Source: an optimization exercise on an open RTL-to-GDS flow (aim: small area and a short achievable clock period). Production flows keep margins and buffers that such runs may drop.
The RTL was checked by simulation tests, not by an equivalence proof against the original design.
Power figures rest on the tool's default switching activity, not on a simulated workload.

tundra:
## ALU
module ALU(
    input [31:0] rs1,
    input [31:0] rs2,
    input clk,
    input [3:0] sel,
    output reg [31:0] out
);
==> flow/config.mk <==
export PLATFORM = sky130hd
export DESIGN_NAME = ALU
export DESIGN_NICKNAME = ALU
export VERILOG_FILES = /design/flow/design.v
export SDC_FILE = /design/flow/constraint.sdc
export NUM_CORES = 4
export LEC_CHECK = 0
export CAP_MARGIN = 20
export CORE_MARGIN = 2
export CORE_UTILIZATION = 40
export SETUP_SLACK_MARGIN = 1.3
export SLEW_MARGIN = 20
export SYNTH_HIERARCHICAL = 1
==> flow/constraint.sdc <==
create_clock -name core_clock -period 5.0 [get_ports {clk}]
set_input_delay 1.0000 -clock core_clock [delete_from_list [all_inputs] [get_ports {clk}]]
set_output_delay 1.0000 -clock core_clock [all_outputs]
set_load 0.01 [all_outputs]
standard.sh (not shown) runs the stock make flow with config.mk's settings and CLKGATE_MAP_FILE= SYNTH_SCRIPT=/design/flow/synth_recipe.tcl, a recipe that flattens the netlist after the stock synthesis.
==> flow/flow/run.sh <==
#!/bin/bash
# Standard layout with two changes: plain buf_1 cells as the port buffers, and
# every synthesized cell swapped for its smallest size before placement (the
# resizer sizes up again where needed).
set -euo pipefail
export BUFFER_PORTS_ARGS="-buffer_cell sky130_fd_sc_hd__buf_1"
export POST_FLOORPLAN_TCL="$PWD/flow/downsize.tcl"
bash standard.sh finish > make_finish.log 2>&1
==> flow/flow/downsize.tcl <==
# Swap every cell for the smallest cell of the same function (the same name
# without its drive-strength suffix); the resizer's repair steps that follow
# size up again where slew, capacitance or timing need it.
set dont_use [split $::env(DONT_USE_CELLS)]
set smallest [dict create]
foreach lc [get_lib_cells sky130_fd_sc_hd__*] {
  set n [get_name $lc]
  if {[lsearch -exact $dont_use $n] >= 0} { continue }
  if {![regexp {^(.+)_([0-9]+)$} $n -> fam drv]} { continue }
  set a [get_property $lc area]
  if {![dict exists $smallest $fam] || $a < [lindex [dict get $smallest $fam] 1]} {
    dict set smallest $fam [list $n $a]
  }
}
set count 0
foreach inst [get_cells *] {
  set lc [get_lib_cells -of_objects $inst]
  set n [get_name $lc]
  if {![regexp {^(.+)_([0-9]+)$} $n -> fam drv]} { continue }
  if {![dict exists $smallest $fam]} { continue }
  lassign [dict get $smallest $fam] best a
  if {$best ne $n && $a < [get_property $lc area]} {
    replace_cell $inst $best
    incr count
  }
}
puts "downsize.tcl: replaced $count cells"
Here is what was changed in the inputs of fjord compared with tundra.
# tundra
export LEC_CHECK = 0
export CAP_MARGIN = 20
export CORE_MARGIN = 2
export CORE_UTILIZATION = 40
export SETUP_SLACK_MARGIN = 1.3
export SLEW_MARGIN = 20
export SYNTH_HIERARCHICAL = 1
create_clock -name core_clock -period 5.0 [get_ports {clk}]
# fjord
export LEC_CHECK = 0
export CAP_MARGIN = 20
export CORE_MARGIN = 2
export CORE_UTILIZATION = 40
export CTS_BUF_LIST = sky130_fd_sc_hd__clkbuf_4 sky130_fd_sc_hd__clkbuf_8
export SETUP_SLACK_MARGIN = 1.5
export SLEW_MARGIN = 20
export SYNTH_HIERARCHICAL = 1
create_clock -name core_clock -period 5.0 [get_ports {clk}]
--- outcome ---
- The final layout from fjord, which completed every stage, passed the timing, DRC and antenna checks at the end of the flow.
- The total global routing track utilization of tundra and that of fjord are within noise of each other.
- [compare] base=tundra new=fjord: area added between synthesis and finish moved up; number of gates on the worst path with buffers counted moved down; fraction of power consumed by the clock network moved down; non-clock buffer count moved down.
- From fjord to tundra, post-CTS setup-driven buffer insertion count did not move at all.
- The clock slew seen by the registers of the worst setup and hold paths was comparable across fjord and tundra.
- On worst-case register-to-register setup slack, fjord does better than tundra.
- Overall power after layout was higher in tundra than in fjord.
- [fjord] global-route met1 utilization rose 0.30 points relative to tundra
The inputs of maple differ from those of fjord as listed below.
# fjord
export LEC_CHECK = 0
export CAP_MARGIN = 20
export CORE_MARGIN = 2
export CORE_UTILIZATION = 40
export CTS_BUF_LIST = sky130_fd_sc_hd__clkbuf_4 sky130_fd_sc_hd__clkbuf_8
export SETUP_SLACK_MARGIN = 1.5
export SLEW_MARGIN = 20
export SYNTH_HIERARCHICAL = 1
create_clock -name core_clock -period 5.0 [get_ports {clk}]
# maple
export LEC_CHECK = 0
export CAP_MARGIN = 20
export CORE_MARGIN = 2
export CORE_UTILIZATION = 40
export SETUP_SLACK_MARGIN = 1.5
export SLEW_MARGIN = 20
export SYNTH_HIERARCHICAL = 1
create_clock -name core_clock -period 5.0 [get_ports {clk}]
Results
- | proportion of cell area occupied by registers | fjord vs maple | ≈ equal |
- In maple, the logic gate share of total power came out 3.4 points below the value in fjord.
- Between fjord and maple, the flow reports via density per instance increasing slightly.
Modified inputs, amber compared to maple
# maple
export LEC_CHECK = 0
export CAP_MARGIN = 20
export CORE_MARGIN = 2
export CORE_UTILIZATION = 40
export SETUP_SLACK_MARGIN = 1.5
export SLEW_MARGIN = 20
export SYNTH_HIERARCHICAL = 1
create_clock -name core_clock -period 5.0 [get_ports {clk}]
# amber
export LEC_CHECK = 0
export CAP_MARGIN = 20
export CORE_MARGIN = 2
export CORE_UTILIZATION = 40
export SETUP_SLACK_MARGIN = 1.65
export SLEW_MARGIN = 20
export SYNTH_HIERARCHICAL = 1
create_clock -name core_clock -period 5.0 [get_ports {clk}]
[summary]
Higher non-clock buffer contribution to total cell area goes to amber over maple. Of amber and maple, maple shows the lower signed area change from the synthesized netlist to the final layout, with amber above it. On amber: sequential share of layout area is 0.58 points lower than what maple gave. When amber is measured against maple, its cell area turns out 5.8% higher. Compared with maple, placement density in the core of amber is higher. Worst-path maximum fanout, amber and maple: larger value in amber.
[inputs] pepper vs amber
# amber
export LEC_CHECK = 0
export CAP_MARGIN = 20
export CORE_MARGIN = 2
export CORE_UTILIZATION = 40
export SETUP_SLACK_MARGIN = 1.65
export SLEW_MARGIN = 20
export SYNTH_HIERARCHICAL = 1
create_clock -name core_clock -period 5.0 [get_ports {clk}]
# pepper
export LEC_CHECK = 0
export CAP_MARGIN = 20
export CORE_MARGIN = 2
export CORE_UTILIZATION = 40
export SETUP_SLACK_MARGIN = 1.4
export SLEW_MARGIN = 20
export SYNTH_HIERARCHICAL = 1
create_clock -name core_clock -period 5.0 [get_ports {clk}]
amber reports its capturing instance or port of the critical path as out[10]$_DFF_P_ while pepper reports out[5]$_DFF_P_.
When pepper is measured against amber, its non-clock buffer count in the final layout turns out about 5% lower.
pepper has shortest clock period the worst path allows after layout above what amber had.
Compared to amber, pepper has clock group share of total power 3.2 points lower.
The inputs of zinc differ from those of pepper as listed below.
# pepper
export LEC_CHECK = 0
export CAP_MARGIN = 20
export CORE_MARGIN = 2
export CORE_UTILIZATION = 40
export SETUP_SLACK_MARGIN = 1.4
export SLEW_MARGIN = 20
export SYNTH_HIERARCHICAL = 1
create_clock -name core_clock -period 5.0 [get_ports {clk}]
# zinc
export LEC_CHECK = 0
export CAP_MARGIN = 20
export CORE_MARGIN = 2
export CORE_UTILIZATION = 40
export SETUP_SLACK_MARGIN = 1.8
export SLEW_MARGIN = 20
export SYNTH_HIERARCHICAL = 1
create_clock -name core_clock -period 5.0 [get_ports {clk}]
Notes after the runs:
- Taking zinc as 1.0, pepper lands at 0.848 on total non-filler cell area in the finished layout.
- out[5]$_DFF_P_ as the last element of the critical path was reported by pepper, and out[0]$_DFF_P_ by zinc.
- | data arrival time of the worst path | zinc vs pepper | 0.34 ns lower |
- Diff pepper -> zinc | post-detailed-placement half-perimeter wirelength | down slightly
- Higher leakage component of the power was reported by zinc, not pepper.
- Comparing pepper and zinc, the higher cell count along the critical path was measured on zinc.

## separate check: timing with driven ports
The results above use ideal ports. As a check the final layouts listed here were re-extracted and re-timed, cells and wires unchanged. Step 1 sets driving cells, clkbuf_16 on the clock port and buf_2 on the other inputs (assumed; they add their load-dependent delay and slew). Step 2 moves the port delays by t, midway between the first and last clock arrival at a register: inputs arrive t later, outputs are due t later. That takes back most of the time a late clock gives input paths. a / b / c = ideal ports / drivers / drivers and shift; a / b = the first two.
run	t, ns	setup WS [ns]	worst slew at a driven data input, ns
tundra	0.322	1.411 / 1.426 / 1.104	0.05
fjord	0.359	1.540 / 1.551 / 1.192	0.05
maple	0.338	1.676 / 1.696 / 1.358	0.05
amber	0.317	1.694 / 1.698 / 1.382	0.05
pepper	0.316	1.530 / 1.544 / 1.228	0.06
zinc	0.327	1.880 / 1.894 / 1.568	0.04
After both steps every run listed still meets setup and hold. The setup slack of fjord, which loses most, moves by +0.011 ns with the drivers and by -0.348 ns with both steps.
